Background: an optimization exercise with open tools, aiming at small area and a short achievable clock period. Do not read the settings as production practice. In this exercise RTL edits were held to simulation tests only and were not proved equivalent to the original. No activity file was given, so power comes from the tool's default toggle rates.

Setup of run A:
// Main
module Main(
    input clk,
    input [7:0] instruction,
    input reset,
    output [7:0] ReadAddress,
    output [6:0] seg_ten,
    output [6:0] seg_one,
    output led
    );
Size in the first run: about 1,300 cells after synthesis, about 300 flip-flops, roughly 33 I/O pins, about 16,000 µm² of cells after synthesis.
export LEC_CHECK = 0
export CAP_MARGIN = 5
export CORE_MARGIN = 2
export CORE_UTILIZATION = 60
export CTS_BUF_LIST = sky130_fd_sc_hd__clkbuf_8
export CTS_CLUSTER_DIAMETER = 100
export CTS_CLUSTER_SIZE = 12
export SETUP_SLACK_MARGIN = 2.3
export SLEW_MARGIN = 5
export SYNTH_HIERARCHICAL = 1
export TNS_END_PERCENT = 0
create_clock -name core_clock -period 9.0 [get_ports {clk}]
run.sh (not shown) runs the stock make flow with config.mk's settings and CLKGATE_MAP_FILE= SYNTH_SCRIPT=/design/flow/synth_recipe.tcl, a recipe that flattens the netlist after the stock synthesis.
#### Input delta (run B over run A)
diff --git a/flow/config.mk b/flow/config.mk
--- a/flow/config.mk
+++ b/flow/config.mk
@@ -9,3 +9,3 @@
 export CORE_MARGIN = 2
-export CORE_UTILIZATION = 60
+export CORE_UTILIZATION = 55
 export CTS_BUF_LIST = sky130_fd_sc_hd__clkbuf_8
--- outcome ---
Compared with run A, run B improves maximum operating frequency.
Taking run A as the reference point, the share of post-route cells with drive strength above 1 of run B falls by 2.1 points.
Number of tap cells added at floorplan (run B vs. run A) increases by more than 10%
No stage failed in run B, and the final checks on the layout all came back clean.
Worst setup slack was higher in run B than in run A.
Final period demand of the worst path was lower in run B than in run A.
Diff run A -> run B: share of the core filled with cells went down by 7.1 points; share of power burned in combinational logic down 1.0 points; multi-input combinational cell count now larger; final instance area went down by 230 µm².
Lower fraction of area in registers was reported by run A, not run B.
Run A ended up with sky130_fd_sc_hd__bufbuf_16 as its cell with the largest stage delay on the worst path; run B ended up with sky130_fd_sc_hd__mux2_4.
Inputs modified between run B and run C:
diff --git a/flow/config.mk b/flow/config.mk
--- a/flow/config.mk
+++ b/flow/config.mk
@@ -7,3 +7,3 @@
 export LEC_CHECK = 0
-export CAP_MARGIN = 5
+export CAP_MARGIN = 20
 export CORE_MARGIN = 2
@@ -13,5 +13,4 @@
 export CTS_CLUSTER_SIZE = 12
-export SETUP_SLACK_MARGIN = 2.3
-export SLEW_MARGIN = 5
+export SETUP_SLACK_MARGIN = 2.5
+export SLEW_MARGIN = 20
 export SYNTH_HIERARCHICAL = 1
-export TNS_END_PERCENT = 0
==> run notes <==
- Combinational power share: run C vs run B up 2.9 points
- From run B to run C the numbers moved as follows: number of cells in the finished layout apart from fillers went up by 3.3%; number of DRC markers in iteration 0 moved up; area of the multi-input gates has increased.
> inputs changed (run C -> run D)
==> flow/flow/run.sh (new file) <==
#!/bin/bash
# The standard layout (standard.sh), with one step added between the
# standard synthesis and the floorplan: every combinational cell of the
# synthesized netlist is set to drive strength 1 (flow/downsize.py), so that
# the layout's timing repair sizes up only the cells on the critical paths.
# Registers and their cell types are those of the standard synthesis.
# Each step's full output goes to a log file in this folder.
set -euo pipefail
RES=$PWD/orfs/results/$FLOW_PLATFORM/Main/base
bash standard.sh "$RES/1_2_yosys.v" > synth.log 2>&1
python3 flow/downsize.py "$FLOW_HOME/platforms/sky130hd/lib/sky130_fd_sc_hd__tt_025C_1v80.lib" "$RES/1_2_yosys.v" > downsize.log 2>&1
bash standard.sh finish > standard.log 2>&1
==> flow/flow/downsize.py (new file) <==
"""Set every combinational cell of a synthesized netlist to drive strength 1
(when the library has that size), so that the layout's timing repair sizes up
only the cells that need it. Flip-flops and the function of every cell are
left as they are. Usage: downsize.py LIBERTY NETLIST"""
import re
import sys

lib, net = sys.argv[1], sys.argv[2]
cells = set(re.findall(r'cell\s*\(\s*"?(sky130_fd_sc_hd__\w+)"?\s*\)', open(lib).read()))
text = open(net).read()


def smaller(m):
    name = m.group(1)
    base, size = m.group(2), m.group(3)
    if re.match(r'(e|s|se)?df|dl|conb|tap|fill|decap', base):
        return m.group(0)
    one = 'sky130_fd_sc_hd__%s_1' % base
    if int(size) > 1 and one in cells:
        return m.group(0).replace(name, one, 1)
    return m.group(0)


text, n = re.subn(r'^\s*((?:sky130_fd_sc_hd__)(\w+?)_(\d+))\s', smaller, text, flags=re.M)
open(net, 'w').write(text)
==> flow/standard.sh (new file) <==
#!/bin/bash
# synth_recipe.tcl (not shown) runs the flow's synth.tcl, then flattens the netlist and writes it again
# the make line also repeats each setting of config.mk as NAME=value (left out here)
make -C /OpenROAD-flow-scripts/flow DESIGN_CONFIG=/design/flow/config.mk WORK_HOME=/design/flow/orfs CLKGATE_MAP_FILE= SYNTH_SCRIPT=/design/flow/synth_recipe.tcl "${@:-finish}"
diff --git a/flow/config.mk b/flow/config.mk
--- a/flow/config.mk
+++ b/flow/config.mk
@@ -7,3 +7,3 @@
 export LEC_CHECK = 0
-export CAP_MARGIN = 20
+export CAP_MARGIN = 5
 export CORE_MARGIN = 2
@@ -13,4 +13,5 @@
 export CTS_CLUSTER_SIZE = 12
-export SETUP_SLACK_MARGIN = 2.5
-export SLEW_MARGIN = 20
+export SETUP_SLACK_MARGIN = 2.3
+export SLEW_MARGIN = 5
 export SYNTH_HIERARCHICAL = 1
+export TNS_END_PERCENT = 0
removed: flow/run.sh
Findings:
Per the final summary, run D finished and its layout is clean on timing, DRC and antenna. Core utilization (run D over run C): decrease, 2.4 points. Re relative max-transition margin: run C was higher than run D. Global placer's final weighted congestion delta for run D relative to run C: 2.4% lower. As of run D, cell area had fallen by a few percent compared to run C. Relative to run C, tap cell instance count decreased by 1.6% in run D. Of run D and run C, the higher slew at the pin closest to its max-slew limit belongs to run D. Total power: run D below run C. Comparing run D and run C, the lower height of the die is on run D. Fmax: run C vs run D — no meaningful difference. Final period utilization: run C vs run D — no meaningful difference.


== build 83 ==
Main again, from the RTL that the note above started with.
Design Main, start of the top module:
module Main(
    input clk,
    input [7:0] instruction,
    input reset,
    output [7:0] ReadAddress,
    output [6:0] seg_ten,
    output [6:0] seg_one,
    output led
    );
make LEC_CHECK=0 CAP_MARGIN=20 CORE_MARGIN=2 CORE_UTILIZATION=55 CTS_BUF_LIST=sky130_fd_sc_hd__clkbuf_8 CTS_CLUSTER_DIAMETER=100 CTS_CLUSTER_SIZE=12 GPL_ROUTABILITY_DRIVEN=0 SETUP_SLACK_MARGIN=2.3 SLEW_MARGIN=20 SYNTH_HIERARCHICAL=1 TNS_END_PERCENT=0 finish   # period 9.0 ns
Stock flow here: none of the scripts above is used.
Build 83: no failed stages, no open violations at the end
Modified inputs, build 95 compared to build 83
# build 83
export LEC_CHECK = 0
export CAP_MARGIN = 20
export CORE_MARGIN = 2
export CORE_UTILIZATION = 55
export CTS_BUF_LIST = sky130_fd_sc_hd__clkbuf_8
export CTS_CLUSTER_DIAMETER = 100
export CTS_CLUSTER_SIZE = 12
export GPL_ROUTABILITY_DRIVEN = 0
export SETUP_SLACK_MARGIN = 2.3
export SLEW_MARGIN = 20
export SYNTH_HIERARCHICAL = 1
export TNS_END_PERCENT = 0
create_clock -name core_clock -period 9.0 [get_ports {clk}]
# build 95
export LEC_CHECK = 0
export CAP_MARGIN = 20
export CORE_MARGIN = 2
export CORE_UTILIZATION = 55
export CTS_BUF_LIST = sky130_fd_sc_hd__clkbuf_8
export CTS_CLUSTER_DIAMETER = 100
export CTS_CLUSTER_SIZE = 12
export SETUP_SLACK_MARGIN = 2.3
export SLEW_MARGIN = 20
export SYNTH_HIERARCHICAL = 1
export TNS_END_PERCENT = 0
create_clock -name core_clock -period 9.0 [get_ports {clk}]
==> flow/flow/run.sh (new file) <==
#!/bin/bash
set -uo pipefail
export CTS_ARGS="-sink_clustering_enable -repair_clock_nets -sink_clustering_size 12 -sink_clustering_max_diameter 100 -buf_list sky130_fd_sc_hd__clkbuf_8 -dont_use_dummy_load"
export BUFFER_PORTS_ARGS="-buffer_cell sky130_fd_sc_hd__buf_2"
bash standard.sh finish > standard.log 2>&1
==> flow/standard.sh (new file) <==
#!/bin/bash
# synth_recipe.tcl (not shown) runs the flow's synth.tcl, then flattens the netlist and writes it again
# the make line also repeats each setting of config.mk as NAME=value (left out here)
make -C /OpenROAD-flow-scripts/flow DESIGN_CONFIG=/design/flow/config.mk WORK_HOME=/design/flow/orfs CLKGATE_MAP_FILE= SYNTH_SCRIPT=/design/flow/synth_recipe.tcl "${@:-finish}"
removed: flow/run.sh
[summary]
- Going from build 83 to build 95, final instance area flat; via count flat.
- Build 95 vs build 83, minimum period implied by the final worst setup slack went up by 0.0069 ns.
#### Input delta (build 67 over build 95)
# build 95
export LEC_CHECK = 0
export CAP_MARGIN = 20
export CORE_MARGIN = 2
export CORE_UTILIZATION = 55
export CTS_BUF_LIST = sky130_fd_sc_hd__clkbuf_8
export CTS_CLUSTER_DIAMETER = 100
export CTS_CLUSTER_SIZE = 12
export SETUP_SLACK_MARGIN = 2.3
export SLEW_MARGIN = 20
export SYNTH_HIERARCHICAL = 1
export TNS_END_PERCENT = 0
create_clock -name core_clock -period 9.0 [get_ports {clk}]
# build 67
export LEC_CHECK = 0
export CAP_MARGIN = 20
export CORE_MARGIN = 2
export CORE_UTILIZATION = 55
export CTS_BUF_LIST = sky130_fd_sc_hd__clkbuf_8
export CTS_CLUSTER_DIAMETER = 100
export CTS_CLUSTER_SIZE = 12
export SETUP_SLACK_MARGIN = 1.6
export SLEW_MARGIN = 20
export SYNTH_HIERARCHICAL = 1
export TNS_END_PERCENT = 0
create_clock -name core_clock -period 9.0 [get_ports {clk}]
==> flow/run.sh (new file) <==
#!/bin/bash
# synth_recipe.tcl (not shown) runs the flow's synth.tcl, then flattens the netlist and writes it again
# the make line also repeats each setting of config.mk as NAME=value (left out here)
make -C /OpenROAD-flow-scripts/flow DESIGN_CONFIG=/design/flow/config.mk WORK_HOME=/design/flow/orfs CLKGATE_MAP_FILE= SYNTH_SCRIPT=/design/flow/synth_recipe.tcl finish
removed: flow/flow/run.sh
removed: flow/standard.sh
Notes after the runs:
Build 67 against build 95: number of antenna-violating nets in the routed design has remained practically unchanged, internal power consumption has decreased.
Design area on build 67 is ahead of build 95.
Between build 95 and build 67, routed wire length is lower for build 67, build 95 comes in above that.
Total chip power ended up 5.6% lower on build 67 than on build 95.
Delta (build 67 minus build 95): global-route met1 utilization shrank by 1.8 points, clock skew now smaller, final cell count decreased by about 1.6% relative to the old numbers.
Setup changes, build 67 to build 85
# build 67
export LEC_CHECK = 0
export CAP_MARGIN = 20
export CORE_MARGIN = 2
export CORE_UTILIZATION = 55
export CTS_BUF_LIST = sky130_fd_sc_hd__clkbuf_8
export CTS_CLUSTER_DIAMETER = 100
export CTS_CLUSTER_SIZE = 12
export SETUP_SLACK_MARGIN = 1.6
export SLEW_MARGIN = 20
export SYNTH_HIERARCHICAL = 1
export TNS_END_PERCENT = 0
create_clock -name core_clock -period 9.0 [get_ports {clk}]
# build 85
export LEC_CHECK = 0
export CAP_MARGIN = 20
export CORE_MARGIN = 2
export CORE_UTILIZATION = 55
export CTS_BUF_LIST = sky130_fd_sc_hd__clkbuf_8
export CTS_CLUSTER_DIAMETER = 100
export CTS_CLUSTER_SIZE = 12
export PLACE_DENSITY = 0.75
export SETUP_SLACK_MARGIN = 2.3
export SLEW_MARGIN = 20
export SYNTH_HIERARCHICAL = 1
export TNS_END_PERCENT = 0
create_clock -name core_clock -period 9.0 [get_ports {clk}]
Results
The via count in build 85 was higher than what build 67 gave. The maximum clock frequency of build 85 is higher than that of build 67. Side by side, final-layout worst hold slack turned out lower in build 85 than in build 67. From build 67 to build 85 the numbers moved as follows: average via count per standard cell rose by 0.22; fraction of the cycle the final worst path needs moved down. Sort build 67 and build 85 by total wire length after detailed routing desc -> top: build 85. Relative to build 67, sequential share of layout area has gone down in build 85. Of the two candidates, build 67 has the better power consumed by the clock network and build 85 the worse one. Re clock share of power: build 85 is 1.0 points down on build 67. Build 67 and build 85 ended up with roughly the same cell count after synthesis.

## what the ideal ports hide
How much do the figures lean on ideal ports? The routed layouts below were timed once more, with nothing changed but the port constraints. Step 1 (the two cells are an assumption about what drives the block):
set clk [get_ports {clk}]
set_driving_cell -lib_cell sky130_fd_sc_hd__clkbuf_16 $clk
set_driving_cell -lib_cell sky130_fd_sc_hd__buf_2 [delete_from_list [all_inputs] $clk]
Step 2 also shifts input and output timing later by t, the mid clock arrival at the registers, as if the neighbouring blocks saw the same clock. Three values: ideal ports, drivers, drivers and shift; two values: the first two.
| run | shift t [ns] | setup WS [ns] | worst setup path after step 2 |
|---|---|---|---|
| run A | 0.639 | 2.222 / 2.192 / 2.192 | input to output |
| run B | 0.640 | 2.297 / 2.266 / 2.266 | input to output |
| run C | 0.662 | 2.257 / 2.217 / 2.217 | input to output |
| run D | 0.668 | 2.267 / 2.233 / 2.233 | input to output |
| build 83 | 0.643 | 2.239 / 2.209 / 2.209 | input to output |
| build 95 | 0.630 | 2.232 / 2.200 / 2.200 | input to output |
| build 67 | 0.637 | 1.581 / 1.562 / 1.562 | input to output |
| build 85 | 0.656 | 2.161 / 2.116 / 2.116 | input to output |
After both steps setup and hold are still met in every run listed. The setup slack of build 85, which loses most, moves by -0.045 ns with the drivers and by -0.045 ns with both steps.
